This design comes from an exercise in tuning for small area on the open sky130 flow, not from production work. RTL that was checked went through simulation tests only; none was proved equivalent to the original. The clock port is modelled as an ideal driver, which makes a skipped or thinned clock tree look cheaper than it is; a real chip needs a root buffer or a tree. Power figures rest on the tool's default switching activity, not on a simulated workload.

rev 12:
==> flow/design.v <==
module CounterUD(
input wire clk, reset, En,
input wire [2:0] SW,
input wire UD,
output wire [7:0] LED,
output wire [7:0] Dao );
reg ca, cb;  
reg [2:0] r1;  
reg [6:0] r2;  
reg [9:0] r3;  
reg [12:0] r4;  
reg [16:0] r5;  
reg [19:0] r6;  
reg [19:0] r7;  
reg [7:1] fr;
reg p;
reg [7:0] cnt;
wire fb1 = ~(r1[2] ^ r1[1]);
wire e2 = ((r2 & 7'd101) == 7'd4);
wire e3 = ((r3 & 10'd863) == 10'd73);
wire e4 = ((r4 & 13'd8179) == 13'd7218);
wire e5 = ((r5 & 17'd98259) == 17'd18688);
wire e6 = ((r6 & 20'd491503) == 20'd279595);
wire e7 = ((r7 & 20'd1048559) == 20'd57610);
wire set1 = ~ca & ((r1 & 3'd1) == 3'd1);
wire clr1 = cb & ((r1 & 3'd7) == 3'd4);
wire set2 = ~ca & ((r2 & 7'd25) == 7'd1);
wire clr2 = cb & e2;
wire set3 = ~ca & ((r3 & 10'd821) == 10'd0);
wire clr3 = cb & e3;
wire set4 = ~ca & ((r4 & 13'd7918) == 13'd4236);
wire clr4 = cb & e4;
wire set5 = ~ca & ((r5 & 17'd40446) == 17'd38914);
wire clr5 = cb & e5;
wire set6 = ~ca & ((r6 & 20'd786382) == 20'd60166);
wire clr6 = cb & e6;
wire set7 = ~ca & ((r1 & 3'd3) == 3'd3) & ((r7 & 20'd753591) == 20'd218117);
wire clr7 = cb & e7 & ((r1 & 3'd5) == 3'd4);
wire [7:0] f = {fr, ca};
wire s = En & f[SW];
wire [7:0] x = cnt ^ {8{UD}};
wire [7:0] tg;
assign tg[0] = s & ~p;
genvar i;
generate for (i = 1; i < 8; i = i + 1) begin : g_tg
  assign tg[i] = tg[i-1] & x[i-1];
end endgenerate
always @(posedge clk, posedge reset)
if (reset) begin
  ca <= 1'b0; cb <= 1'b0;
  r1 <= 3'd0;
  r2 <= 7'd9;
  r3 <= 10'd18;
  r4 <= 13'd4196;
  r5 <= 17'd70160;
  r6 <= 20'd559188;
  r7 <= 20'd49684;
  fr <= 7'd0; p <= 1'b0; cnt <= 8'd0;
end else begin
  ca <= ~cb; cb <= ca & ~cb;
  r1 <= {r1[1:0], fb1};
  r2 <= {r2[5], r2[4], r2[3], r2[2], r2[1], r2[0], ((r2[6] ^ r2[5]) | e2)};
  r3 <= {r3[8], r3[7], (r3[6] & ~e3), r3[5], r3[4], r3[3], r3[2], r3[1], r3[0], ~(r3[9] ^ r3[6])};
  r4 <= {r4[11], (r4[10] & ~e4), r4[9], r4[8], r4[7], r4[6], r4[5], r4[4], r4[3], r4[2], r4[1], r4[0], ~(r4[12] ^ r4[2])};
  r5 <= {r5[15], (r5[14] & ~e5), r5[13], r5[12], r5[11], r5[10], r5[9], r5[8], r5[7], r5[6], r5[5], r5[4], r5[3], r5[2], r5[1], r5[0], (r5[16] ^ r5[2])};
  r6 <= {r6[18], r6[17], r6[16], r6[15], r6[14], r6[13], r6[12], r6[11], r6[10], r6[9], r6[8], r6[7], r6[6], r6[5], r6[4], r6[3], r6[2], r6[1], (r6[0] & ~e6), ~(r6[19] ^ r6[2])};
  r7 <= {r7[18], r7[17], r7[16], (r7[15] & ~e7), r7[14], r7[13], r7[12], r7[11], r7[10], r7[9], r7[8], r7[7], r7[6], r7[5], r7[4], r7[3], r7[2], r7[1], r7[0], (r7[19] ^ r7[2])};
  fr[1] <= set1 | (fr[1] & ~clr1);
  fr[2] <= set2 | (fr[2] & ~clr2);
  fr[3] <= set3 | (fr[3] & ~clr3);
  fr[4] <= set4 | (fr[4] & ~clr4);
  fr[5] <= set5 | (fr[5] & ~clr5);
  fr[6] <= set6 | (fr[6] & ~clr6);
  fr[7] <= set7 | (fr[7] & ~clr7);
  p <= s;
  cnt <= cnt ^ tg;
end
assign LED = cnt;
assign Dao = ~cnt;
endmodule
export LEC_CHECK = 0
export CAP_MARGIN = 20
export CORE_MARGIN = 2
export CORE_UTILIZATION = 40
export SLEW_MARGIN = 20
create_clock -name core_clock -period 10.0 [get_ports {clk}]
standard.sh (not shown) runs the stock make flow with config.mk's settings and CLKGATE_MAP_FILE= SYNTH_SCRIPT=/design/flow/synth_recipe.tcl, a recipe that flattens the netlist after the stock synthesis.
==> flow/flow/run.sh <==
#!/bin/bash
# Standard ORFS layout (standard.sh), with two changes that only affect buffer choice:
# port buffers use buf_1 and CTS uses clkbuf_8 without dummy loads.
set -euo pipefail
export BUFFER_PORTS_ARGS="-buffer_cell sky130_fd_sc_hd__buf_1"
export CTS_ARGS="-sink_clustering_enable -repair_clock_nets -dont_use_dummy_load -buf_list sky130_fd_sc_hd__clkbuf_8"
bash standard.sh finish > run_standard.log 2>&1
Rev 12 completed every stage of the flow, and the final layout passed the timing, DRC and antenna checks.
For rev 13, these inputs were changed with respect to rev 12:
--- a/flow/design.v
+++ b/flow/design.v
@@ -60,10 +60,10 @@
   ca <= ~cb; cb <= ca & ~cb;
   r1 <= {r1[1:0], fb1};
-  r2 <= {r2[5], r2[4], r2[3], r2[2], r2[1], r2[0], ((r2[6] ^ r2[5]) | e2)};
-  r3 <= {r3[8], r3[7], (r3[6] & ~e3), r3[5], r3[4], r3[3], r3[2], r3[1], r3[0], ~(r3[9] ^ r3[6])};
-  r4 <= {r4[11], (r4[10] & ~e4), r4[9], r4[8], r4[7], r4[6], r4[5], r4[4], r4[3], r4[2], r4[1], r4[0], ~(r4[12] ^ r4[2])};
-  r5 <= {r5[15], (r5[14] & ~e5), r5[13], r5[12], r5[11], r5[10], r5[9], r5[8], r5[7], r5[6], r5[5], r5[4], r5[3], r5[2], r5[1], r5[0], (r5[16] ^ r5[2])};
-  r6 <= {r6[18], r6[17], r6[16], r6[15], r6[14], r6[13], r6[12], r6[11], r6[10], r6[9], r6[8], r6[7], r6[6], r6[5], r6[4], r6[3], r6[2], r6[1], (r6[0] & ~e6), ~(r6[19] ^ r6[2])};
-  r7 <= {r7[18], r7[17], r7[16], (r7[15] & ~e7), r7[14], r7[13], r7[12], r7[11], r7[10], r7[9], r7[8], r7[7], r7[6], r7[5], r7[4], r7[3], r7[2], r7[1], r7[0], (r7[19] ^ r7[2])};
+  r2 <= {r2[5], r2[4], r2[3], r2[2], r2[1], r2[0], (r2[6] ^ r2[5]) ^ e2};
+  r3 <= {r3[8], r3[7], r3[6] ^ e3, r3[5], r3[4], r3[3], r3[2], r3[1], r3[0], ~(r3[9] ^ r3[6])};
+  r4 <= {r4[11], r4[10] ^ e4, r4[9], r4[8], r4[7], r4[6], r4[5], r4[4], r4[3], r4[2], r4[1], r4[0], ~(r4[12] ^ r4[2])};
+  r5 <= {r5[15], r5[14] ^ e5, r5[13], r5[12], r5[11], r5[10], r5[9], r5[8], r5[7], r5[6], r5[5], r5[4], r5[3], r5[2], r5[1], r5[0], (r5[16] ^ r5[2])};
+  r6 <= {r6[18], r6[17], r6[16], r6[15], r6[14], r6[13], r6[12], r6[11], r6[10], r6[9], r6[8], r6[7], r6[6], r6[5], r6[4], r6[3], r6[2], r6[1], r6[0] ^ e6, ~(r6[19] ^ r6[2])};
+  r7 <= {r7[18], r7[17], r7[16], r7[15] ^ e7, r7[14], r7[13], r7[12], r7[11], r7[10], r7[9], r7[8], r7[7], r7[6], r7[5], r7[4], r7[3], r7[2], r7[1], r7[0], (r7[19] ^ r7[2])};
   fr[1] <= set1 | (fr[1] & ~clr1);
   fr[2] <= set2 | (fr[2] & ~clr2);
### Flow results
Diff rev 12 -> rev 13: area occupied by multi-input gates climbed 2.7%; count of clock buffers in the final design closely matched the old numbers; total design power higher; power per unit of standard cell area saw an increase; non-clock buffering overhead in the final layout held steady. Total number of cells along the worst setup path in rev 13 vs rev 12: down 3. Against rev 12, clock network power in rev 13 rose by a few percent. Against rev 12, maximum number of pins on one net before global-route repair in rev 13 fell by more than 10%. Final period utilization, rev 12 and rev 13: higher on rev 12. The routing usage on met2 number comes out higher for rev 12 vs rev 13. Re shortest clock period the worst path allows after layout: rev 12 and rev 13 aren't equal, and the higher value belongs to rev 12.
Only the layout flow was run in rev 13; the RTL was not checked for function there.

## main
CounterUD, a different RTL version from the one above (not shown whole).
Size in the first run: roughly 210 cells after synthesis, ~23 I/O pins, ~3500 um2 of cells after synthesis.
==> module CounterUD, before the edit <==
module CounterUD(
input wire clk, reset, En,
input wire [2:0] SW,
input wire UD,
output wire [7:0] LED,
output wire [7:0] Dao );
reg ca, cb;  
reg [2:0] r1;  
reg [6:0] r2;  
reg [9:0] r3;  
reg [12:0] r4;  
reg [16:0] r5;  
reg [19:0] r6;  
reg [19:0] r7;  
reg [7:1] fr;
reg p;
reg [7:0] cnt;
wire fb1 = ~(r1[2] ^ r1[1]);
wire e2 = ((r2 & 7'd115) == 7'd16);
wire e3 = ((r3 & 10'd863) == 10'd73);
wire e4 = ((r4 & 13'd8187) == 13'd681);
wire e5 = ((r5 & 17'd128957) == 17'd16385);
wire e6 = ((r6 & 20'd983037) == 20'd567400);
wire e7 = ((r7 & 20'd1040383) == 20'd984328);
wire set1 = ~ca & ((r1 & 3'd1) == 3'd1);
wire clr1 = cb & ((r1 & 3'd7) == 3'd4);
wire set2 = ~ca & ((r2 & 7'd100) == 7'd4);
wire clr2 = cb & e2;
wire set3 = ~ca & ((r3 & 10'd821) == 10'd0);
wire clr3 = cb & e3;
wire set4 = ~ca & ((r4 & 13'd7483) == 13'd265);
wire clr4 = cb & e4;
wire set5 = ~ca & ((r5 & 17'd16363) == 17'd1);
wire clr5 = cb & e5;
wire set6 = ~ca & ((r6 & 20'd704383) == 20'd557420);
wire clr6 = cb & e6;
wire set7 = ~ca & ((r1 & 3'd3) == 3'd3) & ((r7 & 20'd1048054) == 20'd855296);
wire clr7 = cb & e7 & ((r1 & 3'd5) == 3'd4);
wire [7:0] f = {fr, ca};
wire s = En & f[SW];
wire [7:0] nx;
wire [7:0] c;  
assign c[0] = s & ~p;
genvar i;
generate for (i = 0; i < 7; i = i + 1) begin : g_ud
  if (i % 2 == 0) begin : g_even
    ud_even u (.ci(c[i]), .q(cnt[i]), .ud(UD), .co(c[i+1]), .qn(nx[i]));
  end else begin : g_odd
    ud_odd u (.ci(c[i]), .q(cnt[i]), .ud(UD), .co(c[i+1]), .qn(nx[i]));
  end
end endgenerate
ud_last u7 (.ci(c[7]), .q(cnt[7]), .qn(nx[7]));
always @(posedge clk, posedge reset)
if (reset) begin
  ca <= 1'b0; cb <= 1'b0;
  r1 <= 3'd0;
  r2 <= 7'd36;
  r3 <= 10'd18;
  r4 <= 13'd1368;
  r5 <= 17'd36996;
  r6 <= 20'd213200;
  r7 <= 20'd805392;
  fr <= 7'd0; p <= 1'b0; cnt <= 8'd0;
end else begin
  ca <= ~cb; cb <= ca & ~cb;
  r1 <= {r1[1:0], fb1};
  r2 <= {r2[5], r2[4], r2[3], r2[2], (r2[1] | e2), r2[0], (r2[6] ^ r2[5])};
  r3 <= {r3[8], r3[7], (r3[6] & ~e3), r3[5], r3[4], r3[3], r3[2], r3[1], r3[0], ~(r3[9] ^ r3[6])};
  r4 <= {r4[11], r4[10], r4[9], r4[8], r4[7], r4[6], r4[5], r4[4], r4[3], r4[2], r4[1], (r4[0] & ~e4), ~(r4[12] ^ r4[3])};
  r5 <= {r5[15], r5[14], r5[13], r5[12], r5[11], r5[10], r5[9], r5[8], r5[7], r5[6], r5[5], r5[4], r5[3], r5[2], r5[1], (r5[0] & ~e5), (r5[16] ^ r5[2])};
  r6 <= {r6[18], r6[17], r6[16], r6[15], r6[14], r6[13], r6[12], (r6[11] & ~e6), r6[10], r6[9], r6[8], r6[7], r6[6], r6[5], r6[4], r6[3], r6[2], r6[1], r6[0], ~(r6[19] ^ r6[0])};
  r7 <= {r7[18], r7[17], (r7[16] & ~e7), r7[15], r7[14], r7[13], r7[12], r7[11], r7[10], r7[9], r7[8], r7[7], r7[6], r7[5], r7[4], r7[3], r7[2], r7[1], r7[0], (r7[19] ^ r7[16])};
  fr[1] <= set1 | (fr[1] & ~clr1);
  fr[2] <= set2 | (fr[2] & ~clr2);
  fr[3] <= set3 | (fr[3] & ~clr3);
  fr[4] <= set4 | (fr[4] & ~clr4);
  fr[5] <= set5 | (fr[5] & ~clr5);
  fr[6] <= set6 | (fr[6] & ~clr6);
  fr[7] <= set7 | (fr[7] & ~clr7);
  p <= s;
  cnt <= nx;
end
assign LED = cnt;
assign Dao = ~cnt;
endmodule
==> flow/config.mk <==
export PLATFORM = sky130hd
export DESIGN_NAME = CounterUD
export DESIGN_NICKNAME = CounterUD
export VERILOG_FILES = /design/flow/design.v
export SDC_FILE = /design/flow/constraint.sdc
export NUM_CORES = 4
export LEC_CHECK = 0
export CAP_MARGIN = 5
export CORE_MARGIN = 2
export CORE_UTILIZATION = 55
export SLEW_MARGIN = 5
export SYNTH_HIERARCHICAL = 1
export SYNTH_MINIMUM_KEEP_SIZE = 0
==> flow/constraint.sdc <==
create_clock -name core_clock -period 10.0 [get_ports {clk}]
set_input_delay 2.0000 -clock core_clock [delete_from_list [all_inputs] [get_ports {clk}]]
set_output_delay 2.0000 -clock core_clock [all_outputs]
set_load 0.01 [all_outputs]
==> flow/flow/run.sh <==
#!/bin/bash
# Standard ORFS layout (standard.sh) with changes that only affect cell sizes and buffers:
# - combinational cells downsized after synthesis (later repair steps upsize where needed),
# - port buffers are buf_1,
# - CTS without dummy loads; its tree is then replaced by four leaf buffers driven from the
#   clock port (reclock_step.tcl), one per group of nearby registers.
set -euo pipefail
R=orfs/results/$FLOW_PLATFORM/CounterUD/base
export BUFFER_PORTS_ARGS="-buffer_cell sky130_fd_sc_hd__buf_1"
export CTS_ARGS="-sink_clustering_enable -repair_clock_nets -dont_use_dummy_load -buf_list sky130_fd_sc_hd__clkbuf_8"
bash standard.sh synth > run_synth.log 2>&1
DOWNSIZE_ODB=$R/1_synth.odb openroad -no_init -exit flow/downsize.tcl > run_downsize.log 2>&1
bash standard.sh cts > run_cts.log 2>&1
RECLOCK_ODB=$R/4_cts.odb RECLOCK_SDC=$R/4_cts.sdc RECLOCK_K=4 RECLOCK_BUF=sky130_fd_sc_hd__clkbuf_8 \
  RECLOCK_SIZES="sky130_fd_sc_hd__clkbuf_8 sky130_fd_sc_hd__clkbuf_16" RECLOCK_SLEW=0.105 \
  openroad -no_init -exit flow/reclock_step.tcl > run_reclock.log 2>&1
bash standard.sh finish > run_finish.log 2>&1
Other scripts of this flow, unchanged in this note and not shown: flow/flow/downsize.tcl, flow/flow/reclock.tcl, flow/flow/reclock_step.tcl, flow/flow/sizeleaf.tcl
No stage failed in main, and the final checks on the layout all came back clean.
Modified inputs, the feature branch compared to main
==> flow/design.v <==
module CounterUD(
input wire clk, reset, En,
input wire [2:0] SW,
input wire UD,
output wire [7:0] LED,
output wire [7:0] Dao );
reg ca, cb;  
reg [2:0] r1;  
reg [6:0] r2;  
reg [9:0] r3;  
reg [12:0] r4;  
reg [16:0] r5;  
reg [19:0] r6;  
reg [19:0] r7;  
reg [7:1] fr;
reg p;
reg [7:0] cnt;
wire fb1 = ~(r1[2] ^ r1[1]);
wire e2 = ((r2 & 7'd115) == 7'd16);
wire e3 = ((r3 & 10'd943) == 10'd41);
wire e4 = ((r4 & 13'd8183) == 13'd1362);
wire e5 = ((r5 & 17'd128957) == 17'd16385);
wire e6 = ((r6 & 20'd491503) == 20'd279595);
wire e7 = ((r7 & 20'd1015807) == 20'd791585);
wire set1 = ~ca & ((r1 & 3'd1) == 3'd1);
wire clr1 = cb & ((r1 & 3'd7) == 3'd4);
wire set2 = ~ca & ((r2 & 7'd100) == 7'd4);
wire clr2 = cb & e2;
wire set3 = ~ca & ((r3 & 10'd415) == 10'd267);
wire clr3 = cb & e3;
wire set4 = ~ca & ((r4 & 13'd6775) == 13'd530);
wire clr4 = cb & e4;
wire set5 = ~ca & ((r5 & 17'd16363) == 17'd1);
wire clr5 = cb & e5;
wire set6 = ~ca & ((r6 & 20'd783867) == 20'd57651);
wire clr6 = cb & e6;
wire set7 = ~ca & ((r1 & 3'd3) == 3'd3) & ((r7 & 20'd1046491) == 20'd275457);
wire clr7 = cb & e7 & ((r1 & 3'd5) == 3'd4);
wire [7:0] f = {fr, ca};
wire s = En & f[SW];
wire [7:0] nx;
wire [7:0] c;  
assign c[0] = s & ~p;
genvar i;
generate for (i = 0; i < 7; i = i + 1) begin : g_ud
  if (i % 2 == 0) begin : g_even
    ud_even u (.ci(c[i]), .q(cnt[i]), .ud(UD), .co(c[i+1]), .qn(nx[i]));
  end else begin : g_odd
    ud_odd u (.ci(c[i]), .q(cnt[i]), .ud(UD), .co(c[i+1]), .qn(nx[i]));
  end
end endgenerate
ud_last u7 (.ci(c[7]), .q(cnt[7]), .qn(nx[7]));
always @(posedge clk, posedge reset)
if (reset) begin
  ca <= 1'b0; cb <= 1'b0;
  r1 <= 3'd0;
  r2 <= 7'd36;
  r3 <= 10'd66;
  r4 <= 13'd2736;
  r5 <= 17'd36996;
  r6 <= 20'd559188;
  r7 <= 20'd75843;
  fr <= 7'd0; p <= 1'b0; cnt <= 8'd0;
end else begin
  ca <= ~cb; cb <= ca & ~cb;
  r1 <= {r1[1:0], fb1};
  r2 <= {r2[5], r2[4], r2[3], r2[2], (r2[1] | e2), r2[0], (r2[6] ^ r2[5])};
  r3 <= {r3[8], r3[7], r3[6], r3[5], r3[4], (r3[3] & ~e3), r3[2], r3[1], r3[0], (r3[9] ^ r3[8])};
  r4 <= {r4[11], r4[10], r4[9], r4[8], r4[7], r4[6], r4[5], r4[4], r4[3], r4[2], (r4[1] & ~e4), r4[0], ~(r4[12] ^ r4[3])};
  r5 <= {r5[15], r5[14], r5[13], r5[12], r5[11], r5[10], r5[9], r5[8], r5[7], r5[6], r5[5], r5[4], r5[3], r5[2], r5[1], (r5[0] & ~e5), (r5[16] ^ r5[2])};
  r6 <= {r6[18], r6[17], r6[16], r6[15], r6[14], r6[13], r6[12], r6[11], r6[10], r6[9], r6[8], r6[7], r6[6], r6[5], r6[4], r6[3], r6[2], r6[1], (r6[0] & ~e6), ~(r6[19] ^ r6[2])};
  r7 <= {(r7[18] & ~e7), r7[17], r7[16], r7[15], r7[14], r7[13], r7[12], r7[11], r7[10], r7[9], r7[8], r7[7], r7[6], r7[5], r7[4], r7[3], r7[2], r7[1], r7[0], (r7[19] ^ r7[16])};
  fr[1] <= set1 | (fr[1] & ~clr1);
  fr[2] <= set2 | (fr[2] & ~clr2);
  fr[3] <= set3 | (fr[3] & ~clr3);
  fr[4] <= set4 | (fr[4] & ~clr4);
  fr[5] <= set5 | (fr[5] & ~clr5);
  fr[6] <= set6 | (fr[6] & ~clr6);
  fr[7] <= set7 | (fr[7] & ~clr7);
  p <= s;
  cnt <= nx;
end
assign LED = cnt;
assign Dao = ~cnt;
endmodule
module ud_even(input wire ci, q, ud, output wire co, qn);
assign co = ~(ci & (q ^ ud));
assign qn = q ^ ci;
endmodule
module ud_odd(input wire ci, q, ud, output wire co, qn);
assign co = ~(ci | ~(q ^ ud));
assign qn = ~(q ^ ci);
endmodule
module ud_last(input wire ci, q, output wire qn);
assign qn = ~(q ^ ci);
endmodule
==> run notes <==
- Relative to main, the cell count of the feature branch is higher by about 1.3%.
- Arrival time reported for the critical path endpoint is lower on the feature branch
- The run showing the greater period utilization is main.
- In the metrics for main and the feature branch, the one carrying the higher area occupied by multi-input gates is the feature branch.
- The run showing the greater power is main.
- On the feature branch: average detailed-routed wire length per instance is 0.29 um lower than what main gave.
- In the metrics for main and the feature branch, the one carrying the higher count of multi-input gates is main.
In every run of this note, the design's own scripts or RTL, not TritonCTS, make the clock network.

[re-timing with driven ports]
No port has a modelled driver above. Below, the same layouts with a new extraction and two added sets of constraints. Step 1: set_driving_cell puts a clkbuf_16 on clk and a buf_2 on each other input, an assumption about the parent block. Step 2 also shifts input and output timing later by t, the mid clock arrival at the registers, as if the neighbouring blocks saw the same clock. Three values: ideal ports, drivers, drivers and shift; two values: the first two.
| run | shift t [ns] | setup slack, ns | cell pins on the clock port's net |
|---|---|---|---|
| rev 12 | 0.367 | 6.770 / 6.774 / 6.407 | 1 |
| rev 13 | 0.376 | 6.900 / 6.871 / 6.565 | 1 |
| main | 0.230 | 6.072 / 6.123 / 5.892 | 4 |
| the feature branch | 0.228 | 6.119 / 6.167 / 5.939 | 4 |
After both steps setup and hold are still met in every run listed. For rev 12, which loses most, drivers alone change the setup slack by +0.004 ns; drivers and shift together by -0.363 ns.
